This is an optimization exercise on Yosys and OpenROAD, whose aim is small area and a short achievable clock period, not a production implementation. At most, simulation tests tie the RTL to the original design; equivalence was not proved. For runs 5 and 6, only the layout was checked, not whether the RTL still works.

## flow/design.v (module list and top-level ports; edited modules follow where they fit)
// module ppl_proc: 242 lines
// module ppl_mac: 905 lines
module ppl_proc #(
    parameter PREPARE_CYCLES = 3
) (
    input clk,
    input rst,
    input prepare_flag,
    input        [17:0] start_pos_x,
    input        [17:0] start_pos_y,
    input        [17:0] start_pos_z,
    input signed [19:0] ray_slope_x,
    input signed [19:0] ray_slope_y,
    input signed [19:0] ray_slope_z,
    input        [19:0] pixel_addr,
    input        [4:0] block_id,
    input        [3:0] block_cnt,
    output        [ 3:0] block_cnt_out,
    output signed [19:0] ray_slope_out_x,
    output signed [19:0] ray_slope_out_y,
    output signed [19:0] ray_slope_out_z,
    output        [17:0] end_pos_x,
    output        [17:0] end_pos_y,
    output        [17:0] end_pos_z,
    output [14:0] block_addr,
    output        next_en,
    output [19:0] pixel_addr_out,
    output [12:0] texture_addr
);
  // ...
==> flow/flow/run.sh <==
#!/bin/bash
# Layout flow: the standard ORFS flow, with smaller port buffers and a tighter
# setup target for timing repair (the SDC and clock period are unchanged).
set -euo pipefail
bash standard.sh \
  "BUFFER_PORTS_ARGS=-buffer_cell sky130_fd_sc_hd__buf_2" \
  SETUP_SLACK_MARGIN=97.5 \
  finish > orfs_flow.log 2>&1
==> flow/standard.sh <==
#!/bin/bash
# synth_recipe.tcl (not shown) runs the flow's synth.tcl, then flattens the netlist and writes it again
# the make line also repeats each setting of config.mk as NAME=value (left out here)
make -C /OpenROAD-flow-scripts/flow DESIGN_CONFIG=/design/flow/config.mk WORK_HOME=/design/flow/orfs CLKGATE_MAP_FILE= SYNTH_SCRIPT=/design/flow/synth_recipe.tcl "${@:-finish}"
==> flow/config.mk <==
export PLATFORM = sky130hd
export DESIGN_NAME = ppl_proc
export DESIGN_NICKNAME = ppl_proc
export VERILOG_FILES = /design/flow/design.v
export SDC_FILE = /design/flow/constraint.sdc
export NUM_CORES = 4
export LEC_CHECK = 0
export ABC_AREA = 1
export CAP_MARGIN = 20
export CORE_MARGIN = 2
export CORE_UTILIZATION = 40
export SETUP_SLACK_MARGIN = 5
export SLEW_MARGIN = 20
==> flow/constraint.sdc <==
create_clock -name core_clock -period 165.0 [get_ports {clk}]
set_input_delay 33.0000 -clock core_clock [delete_from_list [all_inputs] [get_ports {clk}]]
set_output_delay 33.0000 -clock core_clock [all_outputs]
set_load 0.01 [all_outputs]
==> flow_metrics.py, run 1 <==
metrics = {
    "routing": {
        "post_detailed_route_drc_marker_count": 0,
        "routed-via-count": 64080,
        "met1Wirelength_um": 104500,
        "wl_met2_um": 119700,
        "highest_layer": "met5",
    },
    "cts": {
        "clk-insertion-delay-late_ns": 0.71,
        "cts_hold_bufs": 0,
    },
    "finish": {
        "final_layout_size_suffix_gt1_share_pct": 8.652,
        "non_clock_buffer_count": 480,
        "data_buffer_area_share_pct": 3.305,
        "fin_cells": 11990,
        "final_core_utilization_pct": 43.89,
        "clk_share_pct": 3.651,
        "largest_register": "q5",
        "multi_input_gate_area_in_the_final_layout_um2": 51370,
        "sh_seq_area_pct": 22.01,
    },
    "floorplan": {
        "initial_utilization_pct": 40.15,
        "dieHeight_um": 445.9,
    },
    "setup_path": {
        "worstSetupPathDepth": 5,
        "critPathCaptureType": "output pin",
        "timing.critical_path.cells": "buf_2 -> inv_1 -> nand2_8 -> nor2_1 -> buf_2",
        "critical_setup_path_class": "primary input to output pin",
    },
    "yosys": {
        "synth-warning-count": 1,
        "synth-xor-area-share_pct": 8.004,
        "synthTopCellsByCount": "inv_1 (1577), nand2_1 (1520), fa_1 (1064)",
    },
    "global_route": {
        "global_route.usage.met2_pct": 42.43,
        "grt.met3_usage_pct": 3.483,
    },
    "placed_design": {
        "post-place-ws_ns": 97.42,
    },
    "min_path": {
        "timing.hold.worst.class": "register to register",
        "startpoint_of_the_tightest_hold_check_path": "sx2[5]$_DFF_P_",
    },
    "status": {
        "outcome": "complete, no violations",
    },
}
==> inputs of run 2 (changes only) <==
--- a/flow/config.mk
+++ b/flow/config.mk
@@ -9,5 +9,7 @@
 export CAP_MARGIN = 20
 export CORE_MARGIN = 2
 export CORE_UTILIZATION = 40
+export CTS_CLUSTER_DIAMETER = 150
+export CTS_CLUSTER_SIZE = 20
 export SETUP_SLACK_MARGIN = 5
 export SLEW_MARGIN = 20
==> flow_metrics.py, run 2 <==
metrics = {
    "placed_design": {
        "post-place-cells": 11830,
        "finalWeightedCongestion": 0.9428,
        "port_buffers": 312,
        "dp.final_hpwl_um": 199200,
    },
    "finish": {
        "mostFrequentLayoutCell": "inv_1",
        "layout.nets": 10830,
        "fin_cells": 11910,
        "layout.cells.most_common_list": "inv_1 (1576), nand2_1 (1518), fa_1 (1064)",
        "layout.filler_cells": 19300,
        "largest_register": "q5",
        "multi_input_gate_area_in_the_final_layout_um2": 51370,
        "flow.area_growth_from_synthesis_pct": 7.210,
        "register_area_um2": 18800,
        "largest_register_ff_count": 33,
        "final_layout_size_suffix_gt1_share_pct": 7.812,
    },
    "yosys": {
        "synth_top_area_cell": "fa_1",
        "synth-seq-cells": 923,
        "seq_area_frac_synth_pct": 24.06,
        "synth_adder_area_share_pct": 31.72,
        "synth.area.mux_share_pct": 0.1297,
        "synth_top_family_by_area": "adder cells",
        "synthTopCellsByCount": "inv_1 (1577), nand2_1 (1520), fa_1 (1064)",
        "async_flop_share_pct": 6.826,
        "synth-xor-area-share_pct": 8.004,
        "synth-simple-area-share_pct": 14.71,
        "syn-mean-instance-area_um2": 8.392,
        "cell_with_the_most_instances_after_synthesis": "inv_1",
        "post_synth_instance_area_um2": 78120,
        "synth_area_leaders": "fa_1 (27%), dfxtp_1 (22%), inv_1 (7.6%)",
        "syn_inst": 9310,
        "synth_enable_flop_cells": 0,
        "synth.distinct_cells": 71,
        "synth_compound_area_share_pct": 11.10,
        "ys_flop_type": "dfxtp_1",
        "synth.top_cell.area_share_pct": 27.26,
        "synth-warning-count": 1,
    },
    "cts": {
        "cts_resized": 2,
        "tritoncts": "built",
        "clock-root-buffer": "clkbuf_16",
        "clkSlewWorstSetupHoldPaths_ns": 0.09,
        "htreeDepth": 2,
        "ctsLongestPathBuffers": 3,
        "post-cts-setup-buffer-count": 0,
        "clk-insertion-delay-late_ns": 0.71,
        "cts_buffers": 53,
        "tritoncts_num_sinks": 923,
        "cts_hold_bufs": 0,
    },
    "setup_path": {
        "cpLargestDelayFamily": "buffers and inverters",
        "timing.critical_path.slowest_cell_delay_ns": 0.41,
        "cpMaxStageDelayCell": "nand2_8",
        "critPathCaptureType": "output pin",
        "critical_path_fanouts_max": 84,
        "cp.buffers_inverters": 3,
        "critical_setup_path_class": "primary input to output pin",
        "ff2ff_setup_slack_ns": 110.91,
        "crit_arrival_ns": 34.39,
        "path_common_cell": "buf_2",
        "timing.critical_path.cells": "buf_2 -> inv_1 -> nand2_8 -> nor2_1 -> buf_2",
        "worst_setup_path_start_kind": "primary input",
        "worst_ep_required_time_ns": 132.00,
    },
    "floorplan": {
        "top_level_ports": 313,
        "initial_utilization_pct": 40.15,
        "core-area_um2": 194600,
        "std_cell_rows": 162,
        "die_area_um2": 198900,
        "floorplan.die.width_um": 445.9,
        "dieHeight_um": 445.9,
    },
    "routing": {
        "post_drt_wl_per_cell_um": 21.56,
        "post_detailed_route_drc_marker_count": 0,
        "route.antenna.remaining_nets": 0,
        "initial_detailed_routing_violation_count": 5555,
        "drt_pass1_iterations": 6,
        "routed-via-count": 63700,
        "detail_route.wirelength_um": 256700,
        "vias_per_cell": 5.350,
    },
    "sta": {
        "fin_worst_skew_ns": 0.05873,
        "finalHoldViolations": 0,
        "headroom_to_the_max_slew_limit_pct": 29.55,
        "rsz0062_at_grt": "no",
        "final_min_period_over_clock_period_pct": 40.84,
        "setup_total_negative_slack_ns": 0,
        "timing_worst_slew_pin_value_ns": 1.055,
        "final_min_period_ns": 67.39,
        "timing.fmax_ghz": 0.01484,
        "report.final.setup_viol": 0,
        "final.hold.worst_slack_ns": 0.2947,
        "drv_slew": 0,
    },
    "status": {
        "outcome": "complete, no violations",
    },
    "global_route": {
        "first_global_vias": 65080,
        "grt_first_pass_wirelength_um": 393100,
        "grt_start_max_net_pins": 85,
        "gr-usage-all-layers_pct": 25.68,
        "grt_antenna_before_repair": 14,
        "grt_overflow": 0,
    },
    "run": {
        "drv_cap": 0,
    },
    "min_path": {
        "timing.hold.worst.class": "register to register",
    },
}
[run 2: cell counts after synthesis]
No cell type changed its count.
[run 2: layout make-up]
class	count	area share, %
clock buffer	62	1.624
clock inverter	7	0.1419
inverter	1621	7.267
sequential	923	22.44
timing repair buffer	480	3.370
antenna	7	0.02091
multi-input combinational	6264	61.34
tap	2542	3.797
[run 2: routing by layer]
| metal | vias up | wire length [µm] | track usage (%) |
|---|---|---|---|
| met5 | - | 35 | 0 |
| met2 | 2760 | 119300 | 42.35 |
| li1 | 29120 | - | - |
| met3 | 571 | 18400 | 3.337 |
| met1 | 31240 | 104900 | 33.45 |
| met4 | 6 | 14100 | 12.01 |
[run 2: cells by family after synthesis]
group           after synthesis
compound gates             1499
xor+xnor                    714
fa+ha+maj                  1342
buf+inv                    2123
flops                       923
mux                          10
other cells                   1
simple gates               2698
[run 2: final timing paths]
path / startpoint / endpoint / cells past startpoint
hold / removal: sz2[1]$_DFF_P_ / sz3[1]$_DFF_P_ / 0
setup reg to reg: dn4[18]$_SDFF_PP0_ / q5[19]$_DFF_P_ / 242
max in group asynchronous: rst / mf5[0]$_DFF_PP0_ / 3
setup / recovery: prepare_flag / ray_slope_out_x[2] / 5
hold reg to reg: sz2[1]$_DFF_P_ / sz3[1]$_DFF_P_ / 0
min in group asynchronous: rst / baddr4[14]$_DFF_PP0_ / 3
[run 2: metrics by stage]
| step | utilization, % | setup WS [ns] | cell area [µm²] |
|---|---|---|---|
| 2_1_floorplan | - | 97.86 | 78120 |
| 3_3_place_gp | 42.27 | 97.50 | 82240 |
| 3_5_place_dp | 42.27 | 97.42 | 82240 |
| 4_1_cts | 43.03 | 97.61 | 83740 |
| 5_1_grt | 43.04 | 97.54 | 83750 |
| 6_report | 43.04 | 97.61 | 83760 |
==> module ppl_proc, before the edit <==
module ppl_proc #(
    parameter PREPARE_CYCLES = 3
) (
    input clk,
    input rst,
    input prepare_flag,
    input        [17:0] start_pos_x,
    input        [17:0] start_pos_y,
    input        [17:0] start_pos_z,
    input signed [19:0] ray_slope_x,
    input signed [19:0] ray_slope_y,
    input signed [19:0] ray_slope_z,
    input        [19:0] pixel_addr,
    input        [4:0] block_id,
    input        [3:0] block_cnt,
    output        [ 3:0] block_cnt_out,
    output signed [19:0] ray_slope_out_x,
    output signed [19:0] ray_slope_out_y,
    output signed [19:0] ray_slope_out_z,
    output        [17:0] end_pos_x,
    output        [17:0] end_pos_y,
    output        [17:0] end_pos_z,
    output [14:0] block_addr,
    output        next_en,
    output [19:0] pixel_addr_out,
    output [12:0] texture_addr
);
    reg [5:0] v;
    always @(posedge clk or posedge rst) begin
        if (rst) v <= 6'd0;
        else     v <= {v[4:0], 1'b1};
    end
    reg [19:0] pix1, sx1, sy1, sz1;
    reg [17:0] px1, py1, pz1;
    reg [ 3:0] cnt1;
    always @(posedge clk) begin
        pix1 <= pixel_addr;
        sx1 <= ray_slope_x; sy1 <= ray_slope_y; sz1 <= ray_slope_z;
        px1 <= start_pos_x; py1 <= start_pos_y; pz1 <= start_pos_z;
        cnt1 <= block_cnt + 4'd1;
    end
    function [4:0] edge_m(input [3:0] pm, input neg);
        edge_m = neg ? ((pm != 4'd0) ? {1'b0, pm} : 5'd16) : (5'd16 - {1'b0, pm});
    endfunction
    wire [4:0] mx = edge_m(px1[11:8], sx1[19]);
    wire [4:0] my = edge_m(py1[11:8], sy1[19]);
    wire [4:0] mz = edge_m(pz1[11:8], sz1[19]);
    wire [19:0] dx = sx1[19] ? -sx1 : sx1;
    wire [19:0] dy = sx1[19] ? -sy1 : sy1;
    wire [19:0] dz = sx1[19] ? -sz1 : sz1;
    function [25:0] idiv(input [4:0] m, input [19:0] d);
        reg [12:0] r, s;
        reg [12:0] q;
        reg c, b;
        integer k, j;
        begin
            r = {m, 8'd0};
            for (k = 12; k >= 0; k = k - 1) begin
                c = 1'b1;
                for (j = k; j < 13; j = j + 1) begin
                    b = ~d[j - k];
                    s[j] = r[j] ^ b ^ c;
                    c = (r[j] & b) | (c & (r[j] ^ b));
                end
                q[k] = ((d >> (13 - k)) == 20'd0) & c;
                for (j = k; j < 13; j = j + 1)
                    if (q[k]) r[j] = s[j];
            end
            idiv = {q, r};
        end
    endfunction
    wire [25:0] ix = idiv(mx, dx);
    wire [25:0] iy = idiv(my, dy);
    wire [25:0] iz = idiv(mz, dz);
    wire zx = (sx1 == 20'd0);
    wire zy = (sy1 == 20'd0);
    wire zz = (sz1 == 20'd0);
    wire [12:0] vx = zx ? 13'h1fff : ix[25:13];
    wire [12:0] vy = zy ? 13'h1fff : iy[25:13];
    wire [12:0] vz = zz ? 13'h1fff : iz[25:13];
    wire        y_lt_x = vy < vx;
    wire [12:0] vmin = y_lt_x ? vy : vx;
    wire        z_lt = vz < vmin;
    wire [2:0]  mf = (v[0] & z_lt) ? 3'b001 : ((v[0] & y_lt_x & ~z_lt) ? 3'b010 : 3'b100);
    reg [19:0] pix2, sx2, sy2, sz2;
    reg [17:0] px2, py2, pz2;
    reg [ 3:0] cnt2;
    always @(posedge clk) begin
        pix2 <= pix1; sx2 <= sx1; sy2 <= sy1; sz2 <= sz1;
        px2 <= px1; py2 <= py1; pz2 <= pz1; cnt2 <= cnt1;
    end
    reg [ 2:0] mf3;    
    always @(posedge clk or posedge rst) begin
        if (rst) mf3 <= 'b0;
        else     mf3 <= mf;
    end
    reg [19:0] pix3, sx3, sy3, sz3;
    reg [17:0] pu3, pv3;    
    reg [ 3:0] cnt3;
    always @(posedge clk) begin
        pix3 <= pix2; sx3 <= sx2; sy3 <= sy2; sz3 <= sz2; cnt3 <= cnt2;
        pu3 <= mf[2] ? py2 : px2;
        pv3 <= mf[0] ? py2 : pz2;
    end
    reg [ 4:0] bnx3, bny3, bnz3;
    wire [4:0] bx2 = px2[16:12] & {5{v[1]}};
    wire [4:0] by2 = py2[16:12] & {5{v[1]}};
    wire [4:0] bz2 = pz2[16:12] & {5{v[1]}};
    wire       dn2 = sy2[19] & v[1];
    always @(posedge clk or posedge rst) begin
        if (rst) begin
            bnx3 <= 'b0; bny3 <= 'b0; bnz3 <= 'b0;
        end else begin
            bnx3 <= mf[2] ? (dn2 ? bx2 - 5'd1 : bx2 + 5'd1) : bx2;
            bny3 <= mf[1] ? (dn2 ? by2 - 5'd1 : by2 + 5'd1) : by2;
            bnz3 <= mf[0] ? (dn2 ? bz2 - 5'd1 : bz2 + 5'd1) : bz2;
        end
    end
    wire [19:0] dsel = ({20{mf3[2]}} & dx) | ({20{mf3[1]}} & dy) | ({20{mf3[0]}} & dz);
    wire [12:0] rsel = ({13{mf3[2]}} & ix[12:0]) | ({13{mf3[1]}} & iy[12:0]) | ({13{mf3[0]}} & iz[12:0]);
    wire [12:0] asel = ({13{mf3[2]}} & ix[25:13]) | ({13{mf3[1]}} & iy[25:13]) | ({13{mf3[0]}} & iz[25:13]);
    wire        zsel = (mf3[2] & zx) | (mf3[1] & zy) | (mf3[0] & zz);
    reg [4:0] lz;
    integer li;
    always @(*) begin
        lz = 5'd0;
        for (li = 0; li < 20; li = li + 1)
            if (dsel[li]) lz = 5'd19 - li[4:0];
    end
    wire [19:0] dnorm = dsel << lz;
    wire [19:0] rnorm = {7'd0, rsel} << lz;
    wire [19:0] u3 = mf3[2] ? sy3 : sx3;
    wire [19:0] v3 = mf3[0] ? sy3 : sz3;
    wire cu = zsel & ~u3[19] & (u3 != 20'd0);
    wire cv = zsel & ~v3[19] & (v3 != 20'd0);
    reg [19:0] pix4, sx4, sy4, sz4;
    reg [ 3:0] cnt4;
    reg [12:0] a4;
    reg [19:0] rn4, dn4;
    reg [17:0] pu4, pv4;
    always @(posedge clk) begin
        pix4 <= pix3; sx4 <= sx3; sy4 <= sy3; sz4 <= sz3; cnt4 <= cnt3;
        a4 <= zsel ? 13'd0 : asel;
        rn4 <= zsel ? 20'd0 : rnorm;
        dn4 <= zsel ? 20'h80000 : dnorm;
        pu4 <= pu3 - {17'd0, cu};
        pv4 <= pv3 - {17'd0, cv};
    end
    reg [ 2:0] mf4;
    reg [14:0] baddr4;
    reg        border4;
    always @(posedge clk or posedge rst) begin
        if (rst) begin
            mf4 <= 'b0; baddr4 <= 'b0; border4 <= 'b0;
        end else begin
            mf4 <= mf3;
            baddr4 <= {bnx3, bny3, bnz3};
            border4 <= (bnx3 == 5'd0) || (bny3 == 5'd0) || (bnz3 == 5'd0);
        end
    end
    reg [22:0] ws, wc, sx, s2, c2, sn, cn;
    reg [19:0] qp, qn;
    reg [3:0] yy;
    reg qpos, qneg;
    integer gi;
    always @(*) begin
        ws = {3'd0, rn4};
        wc = 23'd0;
        for (gi = 19; gi >= 0; gi = gi - 1) begin
            s2 = {ws[21:0], 1'b0};
            c2 = {wc[21:0], 1'b0};
            yy = s2[22:19] + c2[22:19];
            qpos = ~yy[3];
            qneg = yy[3] & ~(yy == 4'b1111);
            qp[gi] = qpos;
            qn[gi] = qneg;
            sx = ({23{qpos}} & ~{3'd0, dn4}) | ({23{qneg}} & {3'd0, dn4});
            sn = s2 ^ c2 ^ sx;
            cn = (s2 & c2) | (sx & (s2 ^ c2));
            ws = sn;
            wc = {cn[21:0], qpos};
        end
    end
    wire [22:0] wfin = ws + wc;
    wire [19:0] fl = qp + ~qn + {19'd0, ~wfin[22]};
    reg [19:0] pix5, sx5, sy5, sz5;
    reg [ 3:0] cnt5;
    reg [32:0] q5;
    reg [17:0] pu5, pv5;
    always @(posedge clk) begin
        pix5 <= pix4; sx5 <= sx4; sy5 <= sy4; sz5 <= sz4; cnt5 <= cnt4;
        q5 <= {a4, fl};
        pu5 <= pu4; pv5 <= pv4;
    end
    reg [ 2:0] mf5;
    reg        border5;
    reg [14:0] baddr5;
    assign block_addr = baddr5;
    always @(posedge clk or posedge rst) begin
        if (rst) begin
            mf5 <= 'b0; border5 <= 'b0; baddr5 <= 'b0;
        end else begin
            mf5 <= mf4; border5 <= border4; baddr5 <= baddr4;
        end
    end
    wire [19:0] u5 = mf5[2] ? sy5 : sx5;
    wire [19:0] v5 = mf5[0] ? sy5 : sz5;
    wire [17:0] eu, ev;
    ppl_mac mac_u (.s(u5), .q(q5), .p(pu5), .e(eu));
    ppl_mac mac_v (.s(v5), .q(q5), .p(pv5), .e(ev));
    wire [17:0] eu5 = eu & {18{v[4]}};
    wire [17:0] ev5 = ev & {18{v[4]}};
    wire [17:0] ex5 = mf5[2] ? {1'b0, baddr5[14:10], 12'd0} : eu5;
    wire [17:0] ey5 = mf5[1] ? {1'b0, baddr5[9:5], 12'd0} : (mf5[2] ? eu5 : ev5);
    wire [17:0] ez5 = mf5[0] ? {1'b0, baddr5[4:0], 12'd0} : ev5;
    wire [3:0]  tx5 = mf5[2] ? ey5[11:8] : ex5[11:8];
    wire [3:0]  ty5 = (mf5[2] | mf5[1]) ? ez5[11:8] : ey5[11:8];
    reg [19:0] pix6, sx6, sy6, sz6;
    reg [17:0] ex6, ey6, ez6;
    reg [ 3:0] cnt6;
    always @(posedge clk) begin
        pix6 <= pix5; sx6 <= sx5; sy6 <= sy5; sz6 <= sz5;
        ex6 <= ex5; ey6 <= ey5; ez6 <= ez5; cnt6 <= cnt5;
    end
    reg border6;
    always @(posedge clk or posedge rst) begin
        if (rst) border6 <= 'b0;
        else     border6 <= border5;
    end
    wire en6 = ~prepare_flag & v[5];
    wire ene = ~prepare_flag & v[0];
    assign pixel_addr_out  = pix6 & {20{en6}};
    assign ray_slope_out_x = sx6 & {20{en6}};
    assign ray_slope_out_y = sy6 & {20{en6}};
    assign ray_slope_out_z = sz6 & {20{en6}};
    assign block_cnt_out   = cnt6 & {4{en6}};
    assign end_pos_x       = ex6 & {18{ene}};
    assign end_pos_y       = ey6 & {18{ene}};
    assign end_pos_z       = ez6 & {18{ene}};
    assign texture_addr    = prepare_flag ? 13'b0 : {block_id, ty5, tx5};
    assign next_en         = prepare_flag | (block_id != 5'd0) | border6;
endmodule
==> inputs of run 3 (changes only) <==
--- a/flow/design.v
+++ b/flow/design.v
@@ -46,9 +46,21 @@
     wire [4:0] mx = edge_m(px1[11:8], sx1[19]);
     wire [4:0] my = edge_m(py1[11:8], sy1[19]);
     wire [4:0] mz = edge_m(pz1[11:8], sz1[19]);
-    wire [19:0] dx = sx1[19] ? -sx1 : sx1;
-    wire [19:0] dy = sx1[19] ? -sy1 : sy1;
-    wire [19:0] dz = sx1[19] ? -sz1 : sz1;
+    function [19:0] cneg(input [19:0] a, input n);
+        reg c, t;
+        integer j;
+        begin
+            c = n;
+            for (j = 0; j < 20; j = j + 1) begin
+                t = a[j] ^ n;
+                cneg[j] = t ^ c;
+                c = t & c;
+            end
+        end
+    endfunction
+    wire [19:0] dx = cneg(sx1, sx1[19]);
+    wire [19:0] dy = cneg(sy1, sx1[19]);
+    wire [19:0] dz = cneg(sz1, sx1[19]);
     function [25:0] idiv(input [4:0] m, input [19:0] d);
         reg [12:0] r, s;
         reg [12:0] q;
@@ -134,6 +146,17 @@
     wire [19:0] v3 = mf3[0] ? sy3 : sz3;
     wire cu = zsel & ~u3[19] & (u3 != 20'd0);
     wire cv = zsel & ~v3[19] & (v3 != 20'd0);
+    function [17:0] dec(input [17:0] a, input b);
+        reg c;
+        integer j;
+        begin
+            c = b;
+            for (j = 0; j < 18; j = j + 1) begin
+                dec[j] = a[j] ^ c;
+                c = ~a[j] & c;
+            end
+        end
+    endfunction
     reg [19:0] pix4, sx4, sy4, sz4;
     reg [ 3:0] cnt4;
     reg [12:0] a4;
@@ -144,8 +167,8 @@
         a4 <= zsel ? 13'd0 : asel;
         rn4 <= zsel ? 20'd0 : rnorm;
         dn4 <= zsel ? 20'h80000 : dnorm;
-        pu4 <= pu3 - {17'd0, cu};
-        pv4 <= pv3 - {17'd0, cv};
+        pu4 <= dec(pu3, cu);
+        pv4 <= dec(pv3, cv);
     end
     reg [ 2:0] mf4;
     reg [14:0] baddr4;
==> flow/flow/run.sh (replaced) <==
#!/bin/bash
# Layout flow: the standard ORFS flow, with smaller port buffers, the buffers that
# synthesis inserted removed before placement (repair_design re-buffers as needed) and a
# tighter setup target for timing repair (the SDC and clock period are unchanged).
set -euo pipefail
bash standard.sh \
  "BUFFER_PORTS_ARGS=-buffer_cell sky130_fd_sc_hd__buf_2" \
  REMOVE_ABC_BUFFERS=1 \
  SETUP_SLACK_MARGIN=97.5 \
  finish > orfs_flow.log 2>&1
==> flow_metrics.py, run 3 <==
metrics = {
    "status": {
        "outcome": "complete, no violations",
    },
    "sta": {
        "report.final.setup_viol": 0,
        "headroom_to_the_max_slew_limit_pct": 19.88,
        "final_critical_path_setup_slack_ns": 97.78,
        "final.hold.worst_slack_ns": 0.2417,
        "final_min_period_over_clock_period_pct": 40.74,
        "fin_worst_skew_ns": 0.09857,
        "timing.fmax_ghz": 0.01488,
        "timing_worst_slew_pin_value_ns": 1.200,
        "drv_slew": 0,
        "final_min_period_ns": 67.22,
        "rsz0062_at_grt": "no",
        "finalHoldViolations": 0,
        "setup_total_negative_slack_ns": 0,
    },
    "global_route": {
        "grt_first_pass_wirelength_um": 387100,
        "grt_start_max_net_pins": 85,
        "grt_antenna_before_repair": 5,
        "gr-usage-all-layers_pct": 25.68,
        "first_global_vias": 63150,
        "grt_overflow": 0,
    },
    "routing": {
        "vias_per_cell": 5.311,
        "route.antenna.remaining_nets": 0,
        "initial_detailed_routing_violation_count": 5248,
        "post_drt_wl_per_cell_um": 22.01,
        "detail_route.wirelength_um": 255200,
        "routed-via-count": 61580,
        "drt_pass1_iterations": 8,
        "post_detailed_route_drc_marker_count": 0,
    },
    "setup_path": {
        "critPathLaunch": "prepare_flag",
        "timing.critical_path.cells": "buf_2 -> inv_1 -> nand2_8 -> nor2_1 -> buf_2",
        "worstSetupPathDepth": 5,
        "worst_ep_required_time_ns": 132.00,
        "setup.worst_path.end": "ray_slope_out_y[9]",
        "worst_reg2reg_path_depth": 244,
        "cp.buffers_inverters": 3,
        "timing.critical_path.slowest_cell_delay_ns": 0.34,
        "ff2ff_setup_slack_ns": 111.82,
        "critPathCaptureType": "output pin",
        "critical_path.reg2reg.endpoint": "q5[16]$_DFF_P_",
        "crit_arrival_ns": 34.22,
        "cpLargestDelayFamily": "buffers and inverters",
        "path_common_cell": "buf_2",
        "worst_setup_path_start_kind": "primary input",
        "critical_path_fanouts_max": 84,
        "r2r-start": "dn4[17]$_SDFF_PP0_",
        "critical_setup_path_class": "primary input to output pin",
        "cpMaxStageDelayCell": "nand2_8",
    },
    "yosys": {
        "syn-mean-instance-area_um2": 8.581,
        "async_flop_share_pct": 6.826,
        "synth.top_cell.area_share_pct": 27.55,
        "cell_with_the_most_instances_after_synthesis": "inv_1",
        "synth-warning-count": 1,
        "synth_top_area_cell": "fa_1",
        "synth.distinct_cells": 61,
        "synth_area_leaders": "fa_1 (28%), dfxtp_1 (22%), xor2_1 (7.5%)",
        "seq_area_frac_synth_pct": 24.31,
        "synth-seq-cells": 923,
        "synth_enable_flop_cells": 0,
        "post_synth_instance_area_um2": 77320,
        "synthTopCellsByCount": "inv_1 (1523), nand2_1 (1433), fa_1 (1064)",
        "ys_flop_type": "dfxtp_1",
        "syn_inst": 9010,
    },
    "floorplan": {
        "core-area_um2": 192400,
        "dieHeight_um": 443.6,
        "floorplan.die.width_um": 443.6,
        "std_cell_rows": 161,
        "initial_utilization_pct": 40.19,
        "die_area_um2": 196800,
        "top_level_ports": 313,
    },
    "finish": {
        "largest_register": "q5",
        "mostFrequentLayoutCell": "inv_1",
        "flow.area_growth_from_synthesis_pct": 7.522,
        "layout.filler_cells": 18980,
        "largest_register_ff_count": 33,
        "layout.cells.most_common_list": "inv_1 (1520), nand2_1 (1431), fa_1 (1064)",
        "final_layout_size_suffix_gt1_share_pct": 7.589,
        "layout.nets": 10620,
    },
    "placed_design": {
        "post-place-ws_ns": 97.58,
        "dp.final_hpwl_um": 198000,
        "finalWeightedCongestion": 0.9642,
        "port_buffers": 312,
    },
    "cts": {
        "clkSlewWorstSetupHoldPaths_ns": 0.09,
        "htreeDepth": 2,
        "clock-root-buffer": "clkbuf_16",
        "cts_buffers": 54,
        "tritoncts": "built",
        "post-cts-setup-buffer-count": 0,
        "ctsLongestPathBuffers": 3,
        "clk-insertion-delay-late_ns": 0.73,
        "tritoncts_num_sinks": 923,
    },
    "run": {
        "drv_cap": 0,
    },
    "min_path": {
        "timing.hold.worst.class": "register to register",
    },
}
==> run 3: changes by cell type in the layout (fill, tap and decap cells not counted), moves of 9 or more <==
cell      before   now
inv_1       1576  1520
or2_2         87    48
xor2_1       657   666
a31oi_1       16    48
nor2_1       533   499
o22ai_1      581   566
nor3_1        46    19
ha_1         278   364
nand2_1     1518  1431
nand3_1      299   192
nand4_1       41    30
and2_1        39    19
nand3b_1      25    12
==> run 3: layout make-up <==
class | count | area (µm²) | share of cell area, %
Multi-Input combinational cell | 6019 | 50860 | 61.18
Antenna cell | 2 | 5.005 | 0.006020
Inverter | 1563 | 5869 | 7.060
Timing Repair Buffer | 486 | 2868 | 3.450
Clock buffer | 66 | 1396 | 1.680
Clock inverter | 9 | 175.2 | 0.2107
Sequential cell | 923 | 18800 | 22.61
Tap cell | 2526 | 3161 | 3.802
==> run 3: through the flow <==
step                utilization [%]  instance area (µm²)  cells
floorplan                         -                75400   8505
global placement              42.38                81530  11520
detailed placement            42.39                81540  11520
CTS                           43.20                83110  11590
global route                  43.21                83130  11590
finish                        43.21                83130  11590
==> run 3: repair_timing <==
action                     4_1_cts  5_1_grt
gates resized for setup          0        2
hold buffers                     0        0
setup endpoints to repair        0       46
==> run 3: per-layer routing <==
| metal | wire length [µm] | global-route usage (%) | part of all wire [%] |
|---|---|---|---|
| met1 | 101600 | 32.69 | 40 |
| met2 | 118700 | 42.00 | 47 |
| met3 | 17520 | 3.292 | 6.9 |
| met4 | 17450 | 14.84 | 6.8 |
| met5 | 0 | 0 | 0 |
==> run 3: how the worst min path moves through the flow <==
stage | start | end | slack [ns] | depth (start not counted)
2_1_floorplan | cnt1[0]$_DFF_P_ | cnt2[0]$_DFF_P_ | 0.31 | 0
3_3_place_gp | cnt4[0]$_DFF_P_ | cnt5[0]$_DFF_P_ | 0.31 | 0
3_5_place_dp | pix1[5]$_DFF_P_ | pix2[5]$_DFF_P_ | 0.31 | 0
4_1_cts | pu4[17]$_DFF_P_ | pu5[17]$_DFF_P_ | 0.24 | 0
5_1_grt | pu4[15]$_DFF_P_ | pu5[15]$_DFF_P_ | 0.26 | 0
6_report | pu4[12]$_DFF_P_ | pu5[12]$_DFF_P_ | 0.24 | 0
==> run 3: cells by family (layout without fill, tap and decap cells) <==
group           after synthesis  in the layout  share of synthesized area [%]
buf+inv                    2068           2124                          10.07
other cells                   1              3                       0.004850
compound gates             1497           1497                          11.15
xor+xnor                    719            719                          8.145
flops                       923            923                          24.31
fa+ha+maj                  1428           1428                          33.44
mux                          17             17                         0.2217
simple gates               2357           2357                          12.67
==> run 3: worst register-to-register path, delay by kind of cell (launching register included) <==
kind                       cells  cell delay [ns]
AOI/OAI and AO/OA             44             7.02
xor gates and xnor gates      13             3.30
adders and majority gates     47            18.55
buffers and inverters         48             8.27
DFF                            1             0.31
and+or+nand+nor               92            15.69
==> inputs of run 4 (changes only) <==
--- a/flow/config.mk
+++ b/flow/config.mk
@@ -9,7 +9,7 @@
 export CAP_MARGIN = 20
 export CORE_MARGIN = 2
 export CORE_UTILIZATION = 40
-export CTS_CLUSTER_DIAMETER = 150
-export CTS_CLUSTER_SIZE = 20
+export CTS_CLUSTER_DIAMETER = 180
+export CTS_CLUSTER_SIZE = 24
 export SETUP_SLACK_MARGIN = 5
 export SLEW_MARGIN = 20
==> flow_metrics.py, run 4 <==
metrics = {
    "status": {
        "outcome": "complete, no violations",
    },
    "placed_design": {
        "dp.final_hpwl_um": 198000,
        "finalWeightedCongestion": 0.9642,
        "port_buffers": 312,
        "post-place-cells": 11520,
    },
    "yosys": {
        "synth-seq-cells": 923,
        "post_synth_instance_area_um2": 77320,
        "async_flop_share_pct": 6.826,
        "seq_area_frac_synth_pct": 24.31,
        "syn-mean-instance-area_um2": 8.581,
        "synth_area_leaders": "fa_1 (28%), dfxtp_1 (22%), xor2_1 (7.5%)",
        "synth_enable_flop_cells": 0,
        "syn_inst": 9010,
        "cell_with_the_most_instances_after_synthesis": "inv_1",
        "synth.top_cell.area_share_pct": 27.55,
        "synthTopCellsByCount": "inv_1 (1523), nand2_1 (1433), fa_1 (1064)",
        "synth-warning-count": 1,
        "ys_flop_type": "dfxtp_1",
        "synth_top_area_cell": "fa_1",
        "synth.distinct_cells": 61,
    },
    "routing": {
        "drt_pass1_iterations": 6,
        "post_drt_wl_per_cell_um": 22.04,
        "post_detailed_route_drc_marker_count": 0,
        "route.antenna.remaining_nets": 0,
        "initial_detailed_routing_violation_count": 5391,
        "routed-via-count": 61440,
        "detail_route.wirelength_um": 255300,
        "vias_per_cell": 5.305,
    },
    "setup_path": {
        "critical_setup_path_class": "primary input to output pin",
        "critical_path.reg2reg.endpoint": "q5[16]$_DFF_P_",
        "critPathCaptureType": "output pin",
        "worst_reg2reg_path_depth": 244,
        "worst_ep_required_time_ns": 132.00,
        "r2r-start": "dn4[17]$_SDFF_PP0_",
        "critical_path_fanouts_max": 84,
        "ff2ff_setup_slack_ns": 111.68,
        "crit_arrival_ns": 34.21,
        "worst_setup_path_start_kind": "primary input",
    },
    "sta": {
        "report.final.setup_viol": 0,
        "drv_slew": 0,
        "timing_worst_slew_pin_value_ns": 1.197,
        "final_min_period_ns": 67.21,
        "rsz0062_at_grt": "no",
        "finalHoldViolations": 0,
        "headroom_to_the_max_slew_limit_pct": 20.06,
        "final.hold.worst_slack_ns": 0.2542,
        "fin_worst_skew_ns": 0.09107,
        "final_min_period_over_clock_period_pct": 40.73,
        "setup_total_negative_slack_ns": 0,
        "timing.fmax_ghz": 0.01488,
    },
    "finish": {
        "mostFrequentLayoutCell": "inv_1",
        "final_layout_size_suffix_gt1_share_pct": 7.457,
        "fin_cells": 11580,
        "largest_register_ff_count": 33,
        "flow.area_growth_from_synthesis_pct": 7.064,
        "layout.cells.most_common_list": "inv_1 (1520), nand2_1 (1431), fa_1 (1064)",
        "largest_register": "q5",
        "layout.nets": 10610,
    },
    "global_route": {
        "global_route.usage.met2_pct": 42.04,
        "grt.met3_usage_pct": 3.361,
        "first_global_vias": 62970,
        "global_route.peak_usage_layer": "met2",
        "grt_overflow": 0,
        "global_route.usage.met1_pct": 32.77,
        "grt_antenna_before_repair": 5,
        "gr-usage-all-layers_pct": 25.70,
        "grt_first_pass_wirelength_um": 387000,
        "grt_start_max_net_pins": 85,
    },
    "min_path": {
        "timing.hold.worst.class": "register to register",
        "startpoint_of_the_tightest_hold_check_path": "a4[7]$_SDFF_PP0_",
        "hold_end": "q5[27]$_DFF_P_",
        "timing.hold.worst_path_depth": 0,
    },
    "floorplan": {
        "top_level_ports": 313,
        "dieHeight_um": 443.6,
        "die_area_um2": 196800,
        "floorplan.die.width_um": 443.6,
        "initial_utilization_pct": 40.19,
        "core-area_um2": 192400,
        "std_cell_rows": 161,
    },
    "cts": {
        "cts_buffers": 44,
        "clkSlewWorstSetupHoldPaths_ns": 0.10,
        "tritoncts": "built",
        "ctsLongestPathBuffers": 3,
        "clock-root-buffer": "clkbuf_16",
        "clk-insertion-delay-late_ns": 0.72,
        "htreeDepth": 2,
        "cts_hold_bufs": 0,
        "tritoncts_num_sinks": 923,
    },
    "run": {
        "drv_cap": 0,
    },
}
-- run 4: worst max-delay path: stages --
cell and delay, ns:
buf_2 0.15, inv_1 0.25, nand2_8 0.34, nor2_1 0.21
buf_2 0.16
-- run 4: stage by stage --
step / worst slack [ns] / utilization, % / area [µm²]
floorplan: 97.40 / - / 75400
global placement: 97.69 / 42.38 / 81530
detailed placement: 97.58 / 42.39 / 81540
CTS: 97.58 / 43.02 / 82760
global route: 97.66 / 43.03 / 82770
finish: 97.79 / 43.03 / 82780
-- run 4: worst max path at each step --
stage / endpoint / depth (start not counted) / startpoint / slack [ns]
after floorplan: block_cnt_out[0] / 3 / prepare_flag / 97.40
final: ray_slope_out_y[9] / 5 / prepare_flag / 97.79
after detailed placement: end_pos_z[8] / 5 / prepare_flag / 97.58
after global routing: ray_slope_out_z[12] / 5 / prepare_flag / 97.66
after CTS: end_pos_z[8] / 5 / prepare_flag / 97.58
after global placement: end_pos_y[3] / 5 / prepare_flag / 97.69
-- run 4: kinds of logic after synthesis --
logic type                 count (synthesis)  synth area share [%]
AOI/OAI and AO/OA                       1497                 11.15
xor gates and xnor gates                 719                 8.145
adders and majority gates               1428                 33.44
buffers and inverters                   2068                 10.07
DFF                                      923                 24.31
muxes                                     17                0.2217
other                                      1              0.004850
and+or+nand+nor                         2357                 12.67
-- run 4: timing repair --
action                     4_1_cts  5_1_grt
resized for setup                0        2
buffers inserted                 0        0
setup endpoints to repair        0       45
-- run 4: final cells by class --
cell class,instances,area [µm²]
Clock buffer,56,1156
Clock inverter,5,58.81
Multi-Input combinational cell,6019,50860
Fill cell,19000,109600
Timing Repair Buffer,486,2868
Antenna cell,3,7.507
Sequential cell,923,18800
Tap cell,2526,3161
Inverter,1563,5869
-- run 4: routing by layer --
layer,vias to the layer above,share of wire (%)
li1,28180,-
met1,30050,40
met2,2598,47
met3,611,6.9
met4,0,6.6
met5,-,0
==> inputs of run 5 (changes only) <==
--- a/flow/design.v
+++ b/flow/design.v
@@ -46,21 +46,9 @@
     wire [4:0] mx = edge_m(px1[11:8], sx1[19]);
     wire [4:0] my = edge_m(py1[11:8], sy1[19]);
     wire [4:0] mz = edge_m(pz1[11:8], sz1[19]);
-    function [19:0] cneg(input [19:0] a, input n);
-        reg c, t;
-        integer j;
-        begin
-            c = n;
-            for (j = 0; j < 20; j = j + 1) begin
-                t = a[j] ^ n;
-                cneg[j] = t ^ c;
-                c = t & c;
-            end
-        end
-    endfunction
-    wire [19:0] dx = cneg(sx1, sx1[19]);
-    wire [19:0] dy = cneg(sy1, sx1[19]);
-    wire [19:0] dz = cneg(sz1, sx1[19]);
+    wire [19:0] dx = sx1[19] ? -sx1 : sx1;
+    wire [19:0] dy = sx1[19] ? -sy1 : sy1;
+    wire [19:0] dz = sx1[19] ? -sz1 : sz1;
     function [25:0] idiv(input [4:0] m, input [19:0] d);
         reg [12:0] r, s;
         reg [12:0] q;
@@ -133,42 +121,61 @@
     wire [12:0] rsel = ({13{mf3[2]}} & ix[12:0]) | ({13{mf3[1]}} & iy[12:0]) | ({13{mf3[0]}} & iz[12:0]);
     wire [12:0] asel = ({13{mf3[2]}} & ix[25:13]) | ({13{mf3[1]}} & iy[25:13]) | ({13{mf3[0]}} & iz[25:13]);
     wire        zsel = (mf3[2] & zx) | (mf3[1] & zy) | (mf3[0] & zz);
-    reg [4:0] lz;
-    integer li;
+    function [21:0] fstep(input [20:0] r, input [19:0] d, input integer w, input rip);
+        reg [21:0] t;
+        reg [20:0] x;
+        reg fit, c, b;
+        integer j;
+        begin
+            x = {r[19:0], 1'b0};
+            if (rip) begin
+                c = 1'b1;
+                for (j = 0; j < 21; j = j + 1) begin
+                    b = (j < 20) ? ~d[j] : 1'b1;
+                    t[j] = x[j] ^ b ^ c;
+                    c = (x[j] & b) | (c & (x[j] ^ b));
+                end
+                t[21] = ~c;
+            end else begin
+                t = {1'b0, x} - {2'b0, d};
+            end
+            fit = ~t[21];
+            if (w < 20) fit = fit & ((d >> (w + 1)) == 20'd0);
+            fstep = {fit, fit ? t[20:0] : x};
+        end
+    endfunction
+    localparam KS = 2;
+    localparam NRIP = 0;    
+    reg [20:0] fr;
+    reg [KS-1:0] fh;
+    reg [21:0] fo;
+    integer fi;
     always @(*) begin
-        lz = 5'd0;
-        for (li = 0; li < 20; li = li + 1)
-            if (dsel[li]) lz = 5'd19 - li[4:0];
+        fr = {8'd0, rsel};
+        for (fi = 0; fi < KS; fi = fi + 1) begin
+            fo = fstep(fr, dsel, 13 + fi, 1'b0);
+            fh[KS-1-fi] = fo[21];
+            fr = fo[20:0];
+        end
     end
-    wire [19:0] dnorm = dsel << lz;
-    wire [19:0] rnorm = {7'd0, rsel} << lz;
     wire [19:0] u3 = mf3[2] ? sy3 : sx3;
     wire [19:0] v3 = mf3[0] ? sy3 : sz3;
     wire cu = zsel & ~u3[19] & (u3 != 20'd0);
     wire cv = zsel & ~v3[19] & (v3 != 20'd0);
-    function [17:0] dec(input [17:0] a, input b);
-        reg c;
-        integer j;
-        begin
-            c = b;
-            for (j = 0; j < 18; j = j + 1) begin
-                dec[j] = a[j] ^ c;
-                c = ~a[j] & c;
-            end
-        end
-    endfunction
     reg [19:0] pix4, sx4, sy4, sz4;
     reg [ 3:0] cnt4;
     reg [12:0] a4;
-    reg [19:0] rn4, dn4;
+    reg [KS-1:0] fh4;
+    reg [19:0] fr4, d4;
     reg [17:0] pu4, pv4;
     always @(posedge clk) begin
         pix4 <= pix3; sx4 <= sx3; sy4 <= sy3; sz4 <= sz3; cnt4 <= cnt3;
         a4 <= zsel ? 13'd0 : asel;
-        rn4 <= zsel ? 20'd0 : rnorm;
-        dn4 <= zsel ? 20'h80000 : dnorm;
-        pu4 <= dec(pu3, cu);
-        pv4 <= dec(pv3, cv);
+        fh4 <= zsel ? {KS{1'b0}} : fh;
+        fr4 <= zsel ? 20'd0 : fr[19:0];
+        d4 <= zsel ? 20'h80000 : dsel;
+        pu4 <= pu3 - {17'd0, cu};
+        pv4 <= pv3 - {17'd0, cv};
     end
     reg [ 2:0] mf4;
     reg [14:0] baddr4;
@@ -182,38 +189,25 @@
             border4 <= (bnx3 == 5'd0) || (bny3 == 5'd0) || (bnz3 == 5'd0);
         end
     end
-    reg [22:0] ws, wc, sx, s2, c2, sn, cn;
-    reg [19:0] qp, qn;
-    reg [3:0] yy;
-    reg qpos, qneg;
+    reg [20:0] gr;
+    reg [19-KS:0] fl;
+    reg [21:0] go;
     integer gi;
     always @(*) begin
-        ws = {3'd0, rn4};
-        wc = 23'd0;
-        for (gi = 19; gi >= 0; gi = gi - 1) begin
-            s2 = {ws[21:0], 1'b0};
-            c2 = {wc[21:0], 1'b0};
-            yy = s2[22:19] + c2[22:19];
-            qpos = ~yy[3];
-            qneg = yy[3] & ~(yy == 4'b1111);
-            qp[gi] = qpos;
-            qn[gi] = qneg;
-            sx = ({23{qpos}} & ~{3'd0, dn4}) | ({23{qneg}} & {3'd0, dn4});
-            sn = s2 ^ c2 ^ sx;
-            cn = (s2 & c2) | (sx & (s2 ^ c2));
-            ws = sn;
-            wc = {cn[21:0], qpos};
+        gr = {1'b0, fr4};
+        for (gi = KS; gi < 20; gi = gi + 1) begin
+            go = fstep(gr, d4, 20, gi >= 20 - NRIP);
+            fl[19-gi] = go[21];
+            gr = go[20:0];
         end
     end
-    wire [22:0] wfin = ws + wc;
-    wire [19:0] fl = qp + ~qn + {19'd0, ~wfin[22]};
     reg [19:0] pix5, sx5, sy5, sz5;
     reg [ 3:0] cnt5;
     reg [32:0] q5;
     reg [17:0] pu5, pv5;
     always @(posedge clk) begin
         pix5 <= pix4; sx5 <= sx4; sy5 <= sy4; sz5 <= sz4; cnt5 <= cnt4;
-        q5 <= {a4, fl};
+        q5 <= {a4, fh4, fl};
         pu5 <= pu4; pv5 <= pv4;
     end
     reg [ 2:0] mf5;
==> flow/flow/run.sh (replaced) <==
#!/bin/bash
# Layout flow: the standard ORFS flow, with smaller port buffers and a tighter
# setup target for timing repair (the SDC and clock period are unchanged).
set -euo pipefail
bash standard.sh \
  "BUFFER_PORTS_ARGS=-buffer_cell sky130_fd_sc_hd__buf_2" \
  SETUP_SLACK_MARGIN=98.3 \
  finish > orfs_flow.log 2>&1
--- a/flow/config.mk
+++ b/flow/config.mk
@@ -9,7 +9,5 @@
 export CAP_MARGIN = 20
 export CORE_MARGIN = 2
 export CORE_UTILIZATION = 40
-export CTS_CLUSTER_DIAMETER = 180
-export CTS_CLUSTER_SIZE = 24
 export SETUP_SLACK_MARGIN = 5
 export SLEW_MARGIN = 20
==> flow_metrics.py, run 5 <==
metrics = {
    "yosys": {
        "syn_inst": 9904,
        "synth.top_cell.area_share_pct": 21.89,
        "ys_flop_type": "dfxtp_1",
        "seq_area_frac_synth_pct": 23.90,
        "async_flop_share_pct": 6.811,
        "cell_with_the_most_instances_after_synthesis": "nand2_1",
        "syn-mean-instance-area_um2": 7.958,
        "synth_top_area_cell": "dfxtp_1",
        "synth.distinct_cells": 69,
        "synth_enable_flop_cells": 0,
        "synth-seq-cells": 925,
        "synth_area_leaders": "dfxtp_1 (22%), fa_1 (17%), xor2_1 (9.5%)",
        "synthTopCellsByCount": "nand2_1 (1718), inv_1 (1486), dfxtp_1 (862)",
        "synth-warning-count": 1,
        "post_synth_instance_area_um2": 78820,
    },
    "cts": {
        "cts_hold_bufs": 0,
        "clk-insertion-delay-late_ns": 0.80,
        "cts_buffers": 95,
        "ctsLongestPathBuffers": 3,
        "clock-root-buffer": "clkbuf_16",
        "htreeDepth": 3,
        "tritoncts_num_sinks": 925,
        "clkSlewWorstSetupHoldPaths_ns": 0.06,
        "tritoncts": "built",
    },
    "global_route": {
        "first_global_vias": 67510,
        "grt_overflow": 0,
        "gr-usage-all-layers_pct": 26.88,
        "grt_start_max_net_pins": 65,
        "grt_first_pass_wirelength_um": 410000,
        "grt_antenna_before_repair": 6,
    },
    "setup_path": {
        "worst_setup_path_start_kind": "primary input",
        "critical_path_fanouts_max": 5,
        "worst_reg2reg_path_depth": 314,
        "critPathCaptureType": "output pin",
        "r2r-start": "d4[1]$_SDFF_PP0_",
        "crit_arrival_ns": 33.90,
        "worst_ep_required_time_ns": 132.00,
        "critical_path.reg2reg.endpoint": "q5[0]$_DFF_P_",
        "ff2ff_setup_slack_ns": 105.12,
        "critical_setup_path_class": "primary input to output pin",
    },
    "finish": {
        "fin_cells": 12820,
        "final_core_utilization_pct": 45.20,
        "final_layout_size_suffix_gt1_share_pct": 10.15,
        "layout.cells.most_common_list": "nand2_1 (1716), inv_1 (1481), dfxtp_1 (861)",
        "layout.nets": 11480,
        "layout.filler_cells": 19250,
        "largest_register": "q5",
        "flow.area_growth_from_synthesis_pct": 12.05,
        "mostFrequentLayoutCell": "nand2_1",
        "largest_register_ff_count": 33,
    },
    "run": {
        "drv_cap": 0,
    },
    "routing": {
        "route.antenna.remaining_nets": 0,
        "detail_route.wirelength_um": 274600,
        "routed-via-count": 68280,
        "post_detailed_route_drc_marker_count": 0,
        "vias_per_cell": 5.327,
        "post_drt_wl_per_cell_um": 21.42,
        "initial_detailed_routing_violation_count": 5543,
        "drt_pass1_iterations": 6,
    },
    "sta": {
        "fin_worst_skew_ns": 0.06231,
        "rsz0062_at_grt": "yes",
        "final_min_period_ns": 66.90,
        "finalHoldViolations": 0,
        "final_critical_path_setup_slack_ns": 98.10,
        "timing.fmax_ghz": 0.01495,
        "drv_slew": 0,
        "final_min_period_over_clock_period_pct": 40.55,
        "timing_worst_slew_pin_value_ns": 1.186,
        "report.final.setup_viol": 0,
        "setup_total_negative_slack_ns": 0,
        "headroom_to_the_max_slew_limit_pct": 20.37,
    },
    "floorplan": {
        "core-area_um2": 195400,
        "initial_utilization_pct": 40.34,
        "floorplan.die.width_um": 447.9,
        "die_area_um2": 200600,
        "dieHeight_um": 447.9,
        "top_level_ports": 313,
        "std_cell_rows": 162,
    },
    "min_path": {
        "timing.hold.worst.class": "register to register",
        "timing.hold.worst_path_depth": 0,
        "hold_end": "q5[24]$_DFF_P_",
        "startpoint_of_the_tightest_hold_check_path": "a4[4]$_SDFF_PP0_",
    },
    "status": {
        "outcome": "complete, no violations",
    },
    "placed_design": {
        "finalWeightedCongestion": 0.9601,
        "dp.final_hpwl_um": 204800,
        "port_buffers": 312,
        "post-place-cells": 12610,
        "post-place-ws_ns": 97.06,
    },
}
-- run 5: cell types whose count changed in the layout (fill, tap and decap cells not counted), sizes merged, moves of 31 or more --
cell / previous run / this run
nand3: 204 / 279
a31oi: 48 / 90
xor2: 666 / 853
nor3: 19 / 52
fa: 1064 / 687
clkbuf: 56 / 129
buf: 486 / 517
nor2: 506 / 660
nand2: 1466 / 1766
a21oi: 117 / 434
ha: 364 / 533
o21ai: 642 / 525
xnor2: 53 / 177
-- run 5: logic make-up (layout without fill, tap and decap cells) --
logic type / after synthesis / after routing / synth area share (%)
and+or+nand+nor: 2918 / 2926 / 15.44
buffers and inverters: 1972 / 2246 / 9.581
AOI/OAI and AO/OA: 1807 / 1807 / 13.30
adders and majority gates: 1220 / 1220 / 25.91
xor gates and xnor gates: 1030 / 1030 / 11.45
DFF: 925 / 925 / 23.90
muxes: 30 / 30 / 0.4207
other: 2 / 10 / 0.009529
-- run 5: worst max-delay path: stages --
cell and delay [ns]:
buf_12 0.12, clkinv_16 0.08, nand2_8 0.09, buf_12 0.21, clkbuf_16 0.17, nor2_4 0.09
buf_6 0.11
-- run 5: metal layers --
metal	part of all wire [%]	wire, µm	GRT usage, %
met5	0	0	0
met4	4.5	12440	11.22
met3	7.3	20020	4.466
met2	45	124400	42.99
met1	43	117700	35.87
-- run 5: how the worst max path moves through the flow --
stage,startpoint,to,slack [ns],cells past startpoint
2_1_floorplan,prepare_flag,block_cnt_out[0],98.29,6
3_3_place_gp,prepare_flag,pixel_addr_out[14],97.14,6
3_5_place_dp,prepare_flag,pixel_addr_out[14],97.06,6
4_1_cts,prepare_flag,end_pos_x[9],98.08,7
5_1_grt,prepare_flag,pixel_addr_out[0],98.07,7
6_report,prepare_flag,pixel_addr_out[5],98.10,7
-- run 5: cell type report --
cell class / instances / area (µm²) / share of cell area [%]
Antenna cell: 6 / 15.01 / 0.01700
Clock buffer: 126 / 2658 / 3.009
Clock inverter: 50 / 640.6 / 0.7254
Inverter: 1550 / 5852 / 6.626
Multi-Input combinational cell: 7017 / 53370 / 60.43
Sequential cell: 925 / 18840 / 21.33
Tap cell: 2624 / 3283 / 3.718
Timing Repair Buffer: 520 / 3659 / 4.143
-- run 5: per-stage QoR --
| step | hold WS, ns | instance area [µm²] |
|---|---|---|
| 4_1_cts | 0.2792 | 87680 |
| 3_5_place_dp | 0.3121 | 83900 |
| 5_1_grt | 0.2927 | 88300 |
| 6_report | 0.2879 | 88310 |
| 3_3_place_gp | 0.3095 | 83890 |
| 2_1_floorplan | 0.3096 | 79480 |
-- run 5: what timing repair did --
action | 4_1_cts | 5_1_grt
hold endpoints to repair | 0 | 0
endpoints found under the setup margin | 142 | 145
gates cloned | 10 | 5
buffers inserted | 7 | 6
pin swaps | 3 | 1
resized for setup | 62 | 89
==> inputs of run 6 (changes only) <==
--- a/flow/flow/run.sh
+++ b/flow/flow/run.sh
@@ -4,5 +4,5 @@
 set -euo pipefail
 bash standard.sh \
   "BUFFER_PORTS_ARGS=-buffer_cell sky130_fd_sc_hd__buf_2" \
-  SETUP_SLACK_MARGIN=98.3 \
+  SETUP_SLACK_MARGIN=97.5 \
   finish > orfs_flow.log 2>&1
==> flow_metrics.py, run 6 <==
metrics = {
    "finish": {
        "layout.nets": 11460,
        "final_layout_size_suffix_gt1_share_pct": 8.977,
        "layout.cells.most_common_list": "nand2_1 (1716), inv_1 (1476), dfxtp_1 (861)",
        "finalInstanceArea_um2": 86980,
        "mostFrequentLayoutCell": "nand2_1",
        "fin_cells": 12800,
        "flow.area_growth_from_synthesis_pct": 10.36,
        "largest_register": "q5",
        "final_core_utilization_pct": 44.51,
        "layout.filler_cells": 19440,
        "largest_register_ff_count": 33,
    },
    "sta": {
        "final_min_period_over_clock_period_pct": 40.73,
        "drv_slew": 0,
        "timing.fmax_ghz": 0.01488,
        "report.final.setup_viol": 0,
        "rsz0062_at_grt": "no",
        "setup_total_negative_slack_ns": 0,
        "fin_worst_skew_ns": 0.05405,
        "finalHoldViolations": 0,
        "headroom_to_the_max_slew_limit_pct": 24.26,
        "timing_worst_slew_pin_value_ns": 1.129,
        "final_min_period_ns": 67.21,
    },
    "setup_path": {
        "critPathCaptureType": "output pin",
        "critical_path_fanouts_max": 84,
        "ff2ff_setup_slack_ns": 104.42,
        "worst_ep_required_time_ns": 132.00,
        "critPathLaunch": "prepare_flag",
        "worst_setup_path_start_kind": "primary input",
        "crit_arrival_ns": 34.21,
        "critical_path.reg2reg.endpoint": "q5[0]$_DFF_P_",
        "critical_setup_path_class": "primary input to output pin",
        "worst_reg2reg_path_depth": 319,
        "r2r-start": "d4[1]$_SDFF_PP0_",
    },
    "cts": {
        "htreeDepth": 3,
        "post-cts-setup-buffer-count": 0,
        "clk-insertion-delay-late_ns": 0.79,
        "clkSlewWorstSetupHoldPaths_ns": 0.08,
        "ctsLongestPathBuffers": 3,
        "tritoncts": "built",
        "cts_buffers": 98,
        "clock-root-buffer": "clkbuf_16",
        "tritoncts_num_sinks": 925,
        "cts_hold_bufs": 0,
    },
    "placed_design": {
        "placedInstanceArea_um2": 83480,
        "port_buffers": 312,
        "dp.final_hpwl_um": 203900,
        "finalWeightedCongestion": 0.9489,
        "post-place-cells": 12620,
    },
    "routing": {
        "post_detailed_route_drc_marker_count": 0,
        "vias_per_cell": 5.353,
        "detail_route.wirelength_um": 269700,
        "initial_detailed_routing_violation_count": 5565,
        "route.antenna.remaining_nets": 0,
        "routed-via-count": 68510,
        "post_drt_wl_per_cell_um": 21.08,
        "drt_pass1_iterations": 6,
    },
    "floorplan": {
        "die_area_um2": 200600,
        "core-area_um2": 195400,
        "floorplan.die.width_um": 447.9,
        "initial_utilization_pct": 40.34,
        "dieHeight_um": 447.9,
        "std_cell_rows": 162,
        "top_level_ports": 313,
    },
    "global_route": {
        "gr-usage-all-layers_pct": 26.56,
        "grt_first_pass_wirelength_um": 407100,
        "grt_antenna_before_repair": 8,
        "first_global_vias": 67940,
        "grt_overflow": 0,
        "grt_start_max_net_pins": 85,
    },
    "yosys": {
        "ys_flop_type": "dfxtp_1",
        "post_synth_instance_area_um2": 78820,
        "syn_inst": 9904,
        "synth_area_leaders": "dfxtp_1 (22%), fa_1 (17%), xor2_1 (9.5%)",
        "synth_enable_flop_cells": 0,
        "synthTopCellsByCount": "nand2_1 (1718), inv_1 (1486), dfxtp_1 (862)",
        "syn-mean-instance-area_um2": 7.958,
        "async_flop_share_pct": 6.811,
        "synth.distinct_cells": 69,
        "synth_top_area_cell": "dfxtp_1",
        "synth.top_cell.area_share_pct": 21.89,
        "synth-warning-count": 1,
        "seq_area_frac_synth_pct": 23.90,
        "cell_with_the_most_instances_after_synthesis": "nand2_1",
        "synth-seq-cells": 925,
    },
    "run": {
        "drv_cap": 0,
    },
    "status": {
        "outcome": "complete, no violations",
    },
    "min_path": {
        "timing.hold.worst.class": "register to register",
        "hold_end": "pu5[15]$_DFF_P_",
        "timing.hold.worst_path_depth": 0,
        "startpoint_of_the_tightest_hold_check_path": "pu4[15]$_DFF_P_",
    },
}
## run 6: cell counts after synthesis
Identical to the previous run, type by type.
## run 6: critical path, stage by stage
cell	delay, ns
buf_2	0.17
inv_1	0.14
nand2_2	0.09
buf_6	0.38
nor2_1	0.10
buf_2	0.17
## run 6: cells by family (layout without fill, tap and decap cells)
logic type                 after synthesis  after routing  share of synthesized area, %
xor gates and xnor gates              1030           1030                         11.45
muxes                                   30             30                        0.4207
and+or+nand+nor                       2918           2918                         15.44
AOI/OAI and AO/OA                     1807           1807                         13.30
DFF                                    925            925                         23.90
other                                    2              6                      0.009529
buffers and inverters                 1972           2237                         9.581
adders and majority gates             1220           1220                         25.91
## run 6: stage by stage
stage	hold WS (ns)	setup WS [ns]
4_1_cts	0.2507	97.56
5_1_grt	0.2760	97.67
3_3_place_gp	0.3098	97.67
3_5_place_dp	0.3121	97.56
6_report	0.2780	97.79
2_1_floorplan	0.3096	97.86
## run 6: final cells by class
type	instances	area, µm²	area share [%]
Antenna cell	2	5.005	0.005754
Clock buffer	124	2680	3.081
Clock inverter	54	787.0	0.9048
Inverter	1550	5826	6.698
Multi-Input combinational cell	7009	52500	60.36
Sequential cell	925	18840	21.66
Tap cell	2624	3283	3.775
Timing Repair Buffer	509	3057	3.514
## run 6: routing by layer
layer  up-vias  global-route usage, %  share of wire (%)
met4         8                  13.10                5.4
met3       672                  4.553                7.4
li1      32170                      -                  -
met5         -                      0              0.015
met1     32920                  34.67                 42
met2      2736                  42.38                 45
## run 6: worst max path at each step
| stage | to | slack [ns] | cells after the start |
|---|---|---|---|
| finish | ray_slope_out_x[16] | 97.79 | 6 |
| detailed placement | end_pos_y[6] | 97.56 | 5 |
| CTS | end_pos_y[6] | 97.56 | 5 |
| floorplan | block_cnt_out[0] | 97.86 | 6 |
| global route | ray_slope_out_x[12] | 97.67 | 6 |
| global placement | end_pos_z[6] | 97.67 | 5 |
## run 6: timing repair
action,4_1_cts,5_1_grt
endpoints found under the hold margin,0,0
resized for setup,0,1
setup endpoints to repair,0,39

-- re-timing with driven ports --
Ports are ideal in the flow. The routed layouts listed here were re-timed in OpenROAD.
Step 1 assumes that a clkbuf_16 drives the clock port and a buf_2 every other input.
Step 2 times the ports against the registers' clock, not the clock port: input delays grow and output delays shrink by t, the midpoint of the rising clock arrivals with the driver on.
Three values: ideal ports, drivers, drivers and shift; two values: the first two.
run	t, ns	slack for setup (ns)	latest minus earliest clock arrival (ns)	worst slew at a driven data input, ns
run 1	0.749	97.632 / 97.608 / 97.608	0.068 / 0.068	0.09
run 2	0.756	97.608 / 97.584 / 97.584	0.061 / 0.061	0.10
run 3	0.749	97.785 / 97.766 / 97.766	0.099 / 0.098	0.11
run 4	0.744	97.788 / 97.769 / 97.769	0.091 / 0.091	0.12
run 5	0.855	98.101 / 98.043 / 98.043	0.065 / 0.065	0.19
run 6	0.848	97.788 / 97.766 / 97.766	0.061 / 0.060	0.09
After both steps every run listed still meets setup and hold. The setup slack of run 5, which loses most, moves by -0.058 ns with the drivers and by -0.058 ns with both steps.
